What follows belongs to an exercise in optimizing a design on an open flow for small area, a short achievable clock period and few clock cycles per item; a production flow would make more cautious choices. No run shown here included a check of the RTL's function; only the layout flow was run. Power is estimated from default activity; no workload was simulated.

==> flow/design.v, too long to show whole: its modules and the start of the top module <==
// module median_filter: 1032 lines
module median_filter #(
  parameter WIDTH = 8,
  parameter P_WIN = 5
) (
  input  logic [WIDTH*P_WIN*P_WIN-1:0]  filter_win_in,
  input  logic                          filter_in_vld,
  output logic                          filter_in_rdy,
  output logic [WIDTH-1:0]              filter_data_out,
  output logic                          filter_out_vld,
  input  logic                          filter_out_rdy,
  input  logic [5:0]                    r_mf_threshold,
  input  logic clk,
  input  logic rst_n
);
  // ...
==> flow/run.sh <==
#!/bin/bash
# synth_recipe.tcl (not shown) runs the flow's synth.tcl, then flattens the netlist and writes it again
# the make line also repeats each setting of config.mk as NAME=value (left out here)
make -C /OpenROAD-flow-scripts/flow DESIGN_CONFIG=/design/flow/config.mk WORK_HOME=/design/flow/orfs CLKGATE_MAP_FILE= SYNTH_SCRIPT=/design/flow/synth_recipe.tcl finish
==> flow/config.mk <==
export PLATFORM = sky130hd
export DESIGN_NAME = median_filter
export DESIGN_NICKNAME = median_filter
export VERILOG_FILES = /design/flow/design.v
export SDC_FILE = /design/flow/constraint.sdc
export NUM_CORES = 4
export LEC_CHECK = 0
export CAP_MARGIN = 20
export CORE_MARGIN = 2
export CORE_UTILIZATION = 60
export SETUP_SLACK_MARGIN = 4.0
export SLEW_MARGIN = 20
==> flow/constraint.sdc <==
create_clock -name core_clock -period 8.5 [get_ports {clk}]
set_input_delay 1.7000 -clock core_clock [delete_from_list [all_inputs] [get_ports {clk}]]
set_output_delay 1.7000 -clock core_clock [all_outputs]
set_load 0.01 [all_outputs]
==> results_dict.tcl, run 1 <==
set metrics [dict create \
    outcome "no timing/DRC/antenna violations" \
    cts_setup_buffers 54 \
    crit_path_max_fanout 7 \
    synthAdderAreaFrac_pct 25.4 \
    max_flop_register "q" \
    synth.top_cell.area_share_pct 36.0 \
    largest_register_ffs 40 \
    fin_crit_sh_pct 60.8 \
    fin_crit_ns 5.17 \
    drive_gt1_share_pct 28.5 \
    drc_errors 0 \
    power.share.clock_pct 14.5 \
    grtUsageTotal_pct 30.2 \
    syn_area_mm2 0.0225 \
    setup_viol 0 \
    regToRegEndpoint "q2_2" \
    synth_edf_count 40 \
    h-tree-depth 2 \
    cp-start-kind "input pin" \
    die_area_mm2 0.0391 \
    clk_path_buf_depth 3 \
    route.met2.wl_mm 26.7 \
    ys.flop_type "dfxtp_1" \
    synth-async-reset-ratio_pct 2.41 \
    grt.met3_usage_pct 5.52 \
    nFillCells 2319 \
    cap_violations 0 \
    root_buffer "clkbuf_16" \
    timing_hold_violations_final 0 \
    final-seq-area_mm2 0.00978 \
    grt.busiest_layer "met2" \
    path_cells "buf_4 > or2_4 > fa_2 > inv_2 > fa_2 > inv_2 > fa_2 > fa_2 > inv_2 > fa_2 > nand4b_1 > nand2_2 > a21oi_4 > buf_12 > buf_12 > clkbuf_16 > o21a_1 > nor3_2" \
    path_delay_family "adder cells" \
    fmax_mhz 194 \
    p_leak_nw 12.0 \
    synth-simple-area-share_pct 12.0 \
    routed_via_density 5.53 \
    multi_input_comb_cells 1212 \
]
==> run 2, diff against run 1 <==
--- a/flow/design.v
+++ b/flow/design.v
@@ -7,47 +7,77 @@
   output logic                          filter_in_rdy,
   output logic [WIDTH-1:0]              filter_data_out,
   output logic                          filter_out_vld,
   input  logic                          filter_out_rdy,
   input  logic [5:0]                    r_mf_threshold,
   input  logic clk,
   input  logic rst_n
 );
-localparam int LAT = 3;    
-localparam int CAP = 5;    
+localparam int LAT = 4;    
+localparam int CAP = 6;    
 localparam int CW  = $clog2(CAP+1);
 wire acc = filter_in_vld & filter_in_rdy;
-wire [5:0] rc0 = ~r_mf_threshold;
-wire v0 = acc;
-wire [7:0] e0_0 = filter_win_in[7:0];
-wire [7:0] e0_1 = filter_win_in[15:8];
-wire [7:0] e0_2 = filter_win_in[23:16];
-wire [7:0] e0_3 = filter_win_in[31:24];
-wire [7:0] e0_4 = filter_win_in[39:32];
-wire [7:0] e0_5 = filter_win_in[47:40];
-wire [7:0] e0_6 = filter_win_in[55:48];
-wire [7:0] e0_7 = filter_win_in[63:56];
-wire [7:0] e0_8 = filter_win_in[71:64];
-wire [7:0] e0_9 = filter_win_in[79:72];
-wire [7:0] e0_10 = filter_win_in[87:80];
-wire [7:0] e0_11 = filter_win_in[95:88];
-wire [7:0] e0_12 = filter_win_in[103:96];
-wire [7:0] e0_13 = filter_win_in[111:104];
-wire [7:0] e0_14 = filter_win_in[119:112];
-wire [7:0] e0_15 = filter_win_in[127:120];
-wire [7:0] e0_16 = filter_win_in[135:128];
-wire [7:0] e0_17 = filter_win_in[143:136];
-wire [7:0] e0_18 = filter_win_in[151:144];
-wire [7:0] e0_19 = filter_win_in[159:152];
-wire [7:0] e0_20 = filter_win_in[167:160];
-wire [7:0] e0_21 = filter_win_in[175:168];
-wire [7:0] e0_22 = filter_win_in[183:176];
-wire [7:0] e0_23 = filter_win_in[191:184];
-wire [7:0] e0_24 = filter_win_in[199:192];
+logic [5:0] rc0;
+logic v0;
+logic [7:0] e0_0;
+logic [7:0] e0_1;
+logic [7:0] e0_2;
+logic [7:0] e0_3;
+logic [7:0] e0_4;
+logic [7:0] e0_5;
+logic [7:0] e0_6;
+logic [7:0] e0_7;
+logic [7:0] e0_8;
+logic [7:0] e0_9;
+logic [7:0] e0_10;
+logic [7:0] e0_11;
+logic [7:0] e0_12;
+logic [7:0] e0_13;
+logic [7:0] e0_14;
+logic [7:0] e0_15;
+logic [7:0] e0_16;
+logic [7:0] e0_17;
+logic [7:0] e0_18;
+logic [7:0] e0_19;
+logic [7:0] e0_20;
+logic [7:0] e0_21;
+logic [7:0] e0_22;
+logic [7:0] e0_23;
+logic [7:0] e0_24;
+always_ff @(posedge clk) begin
+  e0_0 <= filter_win_in[7:0];
+  e0_1 <= filter_win_in[15:8];
+  e0_2 <= filter_win_in[23:16];
+  e0_3 <= filter_win_in[31:24];
+  e0_4 <= filter_win_in[39:32];
+  e0_5 <= filter_win_in[47:40];
+  e0_6 <= filter_win_in[55:48];
+  e0_7 <= filter_win_in[63:56];
+  e0_8 <= filter_win_in[71:64];
+  e0_9 <= filter_win_in[79:72];
+  e0_10 <= filter_win_in[87:80];
+  e0_11 <= filter_win_in[95:88];
+  e0_12 <= filter_win_in[103:96];
+  e0_13 <= filter_win_in[111:104];
+  e0_14 <= filter_win_in[119:112];
+  e0_15 <= filter_win_in[127:120];
+  e0_16 <= filter_win_in[135:128];
+  e0_17 <= filter_win_in[143:136];
+  e0_18 <= filter_win_in[151:144];
+  e0_19 <= filter_win_in[159:152];
+  e0_20 <= filter_win_in[167:160];
+  e0_21 <= filter_win_in[175:168];
+  e0_22 <= filter_win_in[183:176];
+  e0_23 <= filter_win_in[191:184];
+  e0_24 <= filter_win_in[199:192];
+  rc0 <= ~r_mf_threshold;
+end
+always_ff @(posedge clk or negedge rst_n)
+  if (~rst_n) v0 <= 1'b0; else v0 <= acc;
 wire s0a_f1s = (e0_0[7] & e0_0[6]) ^ (e0_10[7] & e0_10[6]) ^ (e0_11[7] & e0_11[6]);
 wire s0a_f1c = ((e0_0[7] & e0_0[6]) & (e0_10[7] & e0_10[6])) | ((e0_0[7] & e0_0[6]) & (e0_11[7] & e0_11[6])) | ((e0_10[7] & e0_10[6]) & (e0_11[7] & e0_11[6]));
 wire s0a_f2s = (e0_12[7] & e0_12[6]) ^ (e0_13[7] & e0_13[6]) ^ (e0_14[7] & e0_14[6]);
 wire s0a_f2c = ((e0_12[7] & e0_12[6]) & (e0_13[7] & e0_13[6])) | ((e0_12[7] & e0_12[6]) & (e0_14[7] & e0_14[6])) | ((e0_13[7] & e0_13[6]) & (e0_14[7] & e0_14[6]));
 wire s0a_f3s = (e0_15[7] & e0_15[6]) ^ (e0_16[7] & e0_16[6]) ^ (e0_17[7] & e0_17[6]);
 wire s0a_f3c = ((e0_15[7] & e0_15[6]) & (e0_16[7] & e0_16[6])) | ((e0_15[7] & e0_15[6]) & (e0_17[7] & e0_17[6])) | ((e0_16[7] & e0_16[6]) & (e0_17[7] & e0_17[6]));
 wire s0a_f4s = (e0_18[7] & e0_18[6]) ^ (e0_19[7] & e0_19[6]) ^ (e0_1[7] & e0_1[6]);
 wire s0a_f4c = ((e0_18[7] & e0_18[6]) & (e0_19[7] & e0_19[6])) | ((e0_18[7] & e0_18[6]) & (e0_1[7] & e0_1[6])) | ((e0_19[7] & e0_19[6]) & (e0_1[7] & e0_1[6]));
==> flow/config.mk (replaced) <==
export PLATFORM = sky130hd
export DESIGN_NAME = median_filter
export DESIGN_NICKNAME = median_filter
export VERILOG_FILES = /design/flow/design.v
export SDC_FILE = /design/flow/constraint.sdc
export NUM_CORES = 4
export LEC_CHECK = 0
export CAP_MARGIN = 20
export CORE_MARGIN = 2
export CORE_UTILIZATION = 40
export SLEW_MARGIN = 20
==> results_dict.tcl, run 2 <==
set metrics [dict create \
    drv_slew 0 \
    die_area_mm2 0.0697 \
    whs_ns 0.315 \
    slowest_delay_ns 0.69 \
    portBuffers 219 \
    crit_type "reg2reg" \
    drive_gt1_share_pct 7.05 \
    core_area_mm2 0.0670 \
    cap_violations 0 \
    hold_path_class "reg2reg" \
    crit_arrival_ns 5.86 \
    synth_edf_count 48 \
    end_kind "flop" \
    power_density_mw_per_mm2 399 \
    gp_congestion 0.892 \
    grt_pass1_vias 17300 \
    path_delay_family "adder cells" \
    drc_errors 0 \
    grt_pass1_wl_mm 96.5 \
    vias 16300 \
    clk_path_buf_depth 3 \
    ys_types 69 \
    cp_data_required_time_ns 9.01 \
    p_leak_nw 13.8 \
    path_cells "o21ai_0 > fa_1 > inv_1 > fa_1 > inv_1 > fa_1 > fa_1 > fa_1 > inv_1 > ha_1 > and4b_4 > a211o_4 > a21oi_4 > buf_16 > o21ai_0 > and4b_1" \
    syn_area_mm2 0.0270 \
    avgSynthCellArea_um2 11.8 \
    cpMaxStageDelayCell "a21oi_4" \
    ys.flop_type "dfxtp_1" \
    setup_viol 0 \
    io_pins 220 \
    crit_path_max_fanout 28 \
    syn_inst 2283 \
    ctsHoldBuffers 0 \
    wl_mm 62.0 \
    root_buffer "clkbuf_16" \
    start_util_pct 40.3 \
    yosysTopAreaCell "dfxtp_1" \
    ys_top_cells_by_area "dfxtp_1 45%, fa_1 19%, edfxtp_1 5.3%, inv_1 4.2%, xnor2_1 2.9%" \
    cts_setup_buffers 0 \
    grtUsageTotal_pct 18.1 \
    timing_hold_violations_final 0 \
    ir_drop_mv 0.427 \
    fin_cells 3456 \
    yosysMostFrequentCell "dfxtp_1" \
    outcome "no timing/DRC/antenna violations" \
    cts_made_buffers 70 \
    cts_tree "done" \
    first_pass_iters 5 \
    die_x_um 264 \
    largest_register_ffs 48 \
    antenna_cells 0 \
    yosys-top-cells-count "611 x dfxtp_1, 300 x inv_1, 253 x fa_1" \
    max_flop_register "q" \
    synth_nets 2791 \
    routedWlPerCell_um 17.9 \
    syn_to_final_growth_pct 20.3 \
    placed_cells 3330 \
    cp-start-kind "flop" \
    tightest_slew_ns 1.07 \
    skew_ns 0.0262 \
    ant_nets 0 \
    synth.top_cell.area_share_pct 45.2 \
    rows 95 \
    clock_latency_ns 0.62 \
    synth_warnings 2 \
    drtIter0Drc 830 \
    fin_crit_ns 5.35 \
    setup_tns_ns 0 \
    antenna_found_initial 0 \
    yosysSeqAreaShare_pct 51.8 \
    die_h_um 264 \
    dp_hpwl_mm 49.2 \
    grt_max_degree 66 \
    routed_via_density 4.71 \
    final_cell_mix "609 x dfxtp_1, 300 x inv_1, 253 x fa_1" \
    path_buf_inv 4 \
    relSlewSlack_pct 28.2 \
    fin_nets 3037 \
    clkTransAtPathRegs_ns 0.06 \
    h-tree-depth 3 \
    nFillCells 5919 \
    ys_ff_latch 672 \
    rsz0062_at_grt "false" \
    ctsResizeCount 0 \
    cts.sinks 672 \
    grt_overflow 0 \
    crit_top_cell "fa_1" \
    synth-async-reset-ratio_pct 1.93 \
    fin_crit_sh_pct 62.9 \
    fmax_mhz 187 \
    layout_commonest_cell "dfxtp_1" \
]
==> run 2: stage by stage <==
| step | setup WS [ns] | cell area (µm²) | power, mW | utilization (%) |
|---|---|---|---|---|
| after floorplan | 3.99 | 27000 | 8.28 | - |
| after global placement | 3.18 | 30100 | 9.82 | 44.9 |
| after detailed placement | 3.15 | 30100 | 9.91 | 45.0 |
| after CTS | 3.12 | 32500 | 13.1 | 48.5 |
| after global routing | 2.89 | 32500 | 13.9 | 48.5 |
| final | 3.15 | 32500 | 13.0 | 48.5 |
==> run 2: worst paths after layout <==
path	from	to	slack, ns	depth (start not counted)
hold / removal	e2_17[1]	e3_17[1]	0.32	0
hold reg to reg	e2_17[1]	e3_17[1]	0.32	0
max in group asynchronous	rst_n	qv[2]	6.65	1
setup reg to reg	e2_11[3]	q3_17	3.15	16
min in group asynchronous	rst_n	qv[1]	1.46	1
setup / recovery	e2_11[3]	q3_17	3.15	16
==> run 2: area by class of cell <==
cell class	count	area, µm²	share of cell area, %
sequential	672	14000	43.0
multi-input combinational	1256	11600	35.8
timing repair buffer	227	2270	6.99
clock buffer	100	2040	6.27
inverter	302	1130	3.49
tap	873	1090	3.36
clock inverter	26	339	1.04
==> run 2: logic make-up after synthesis <==
group | after synthesis | share of synthesized area [%]
XOR/XNOR | 123 | 3.98
adder cells (fa/ha/maj) | 306 | 21.1
multiplexers | 31 | 1.29
AO/OA/AOI/OAI | 327 | 7.71
AND/OR/NAND/NOR | 469 | 8.97
flip-flops | 672 | 51.8
buffers and inverters | 355 | 5.19
==> run 2: worst register-to-register path, cell delays in order (launching register included) <==
cell,delay [ns]
dfxtp_1,0.38
o21ai_0,0.16
fa_1,0.56
inv_1,0.06
fa_1,0.54
inv_1,0.05
fa_1,0.42
fa_1,0.48
fa_1,0.42
inv_1,0.07
ha_1,0.27
and4b_4,0.24
a211o_4,0.35
a21oi_4,0.69
buf_16,0.23
o21ai_0,0.11
and4b_1,0.22
==> run 2: layer usage <==
layer	global-route usage (%)	vias to the layer above	wire length (µm)
met5	0	-	0
met4	6.65	0	1960
met3	2.89	102	2410
met2	30.5	398	29900
met1	23.4	7913	27700
li1	-	7869	-
==> run 2: report_power, final <==
| part | switching, mW | internal, mW | leakage (nW) |
|---|---|---|---|
| Clock | 1.26 | 1.84 | 1.16 |
| Sequential | 0.357 | 3.70 | 5.75 |
| Combinational | 3.31 | 2.50 | 6.90 |

## what the ideal ports hide
No port has a modelled driver above. Below, the same layouts with a new extraction and two added sets of constraints.
Step 1 sets driving cells, clkbuf_16 on the clock port and buf_2 on the other inputs (assumed; they add their load-dependent delay and slew).
Step 2 times the ports against the registers' clock, not the clock port: input delays grow and output delays shrink by t, the midpoint of the rising clock arrivals with the driver on.
a / b / c = ideal ports / drivers / drivers and shift; a / b = the first two.
| run | shift t [ns] | setup WS [ns] | hold slack, ns |
|---|---|---|---|
| run 1 | 0.611 | 3.334 / 3.339 / 2.728 | 0.319 / 0.319 / 0.319 |
| run 2 | 0.659 | 3.150 / 3.150 / 3.150 | 0.315 / 0.315 / 0.315 |
After both steps every run listed still meets setup and hold. The setup slack of run 1, which loses most, moves by +0.005 ns with the drivers and by -0.606 ns with both steps.
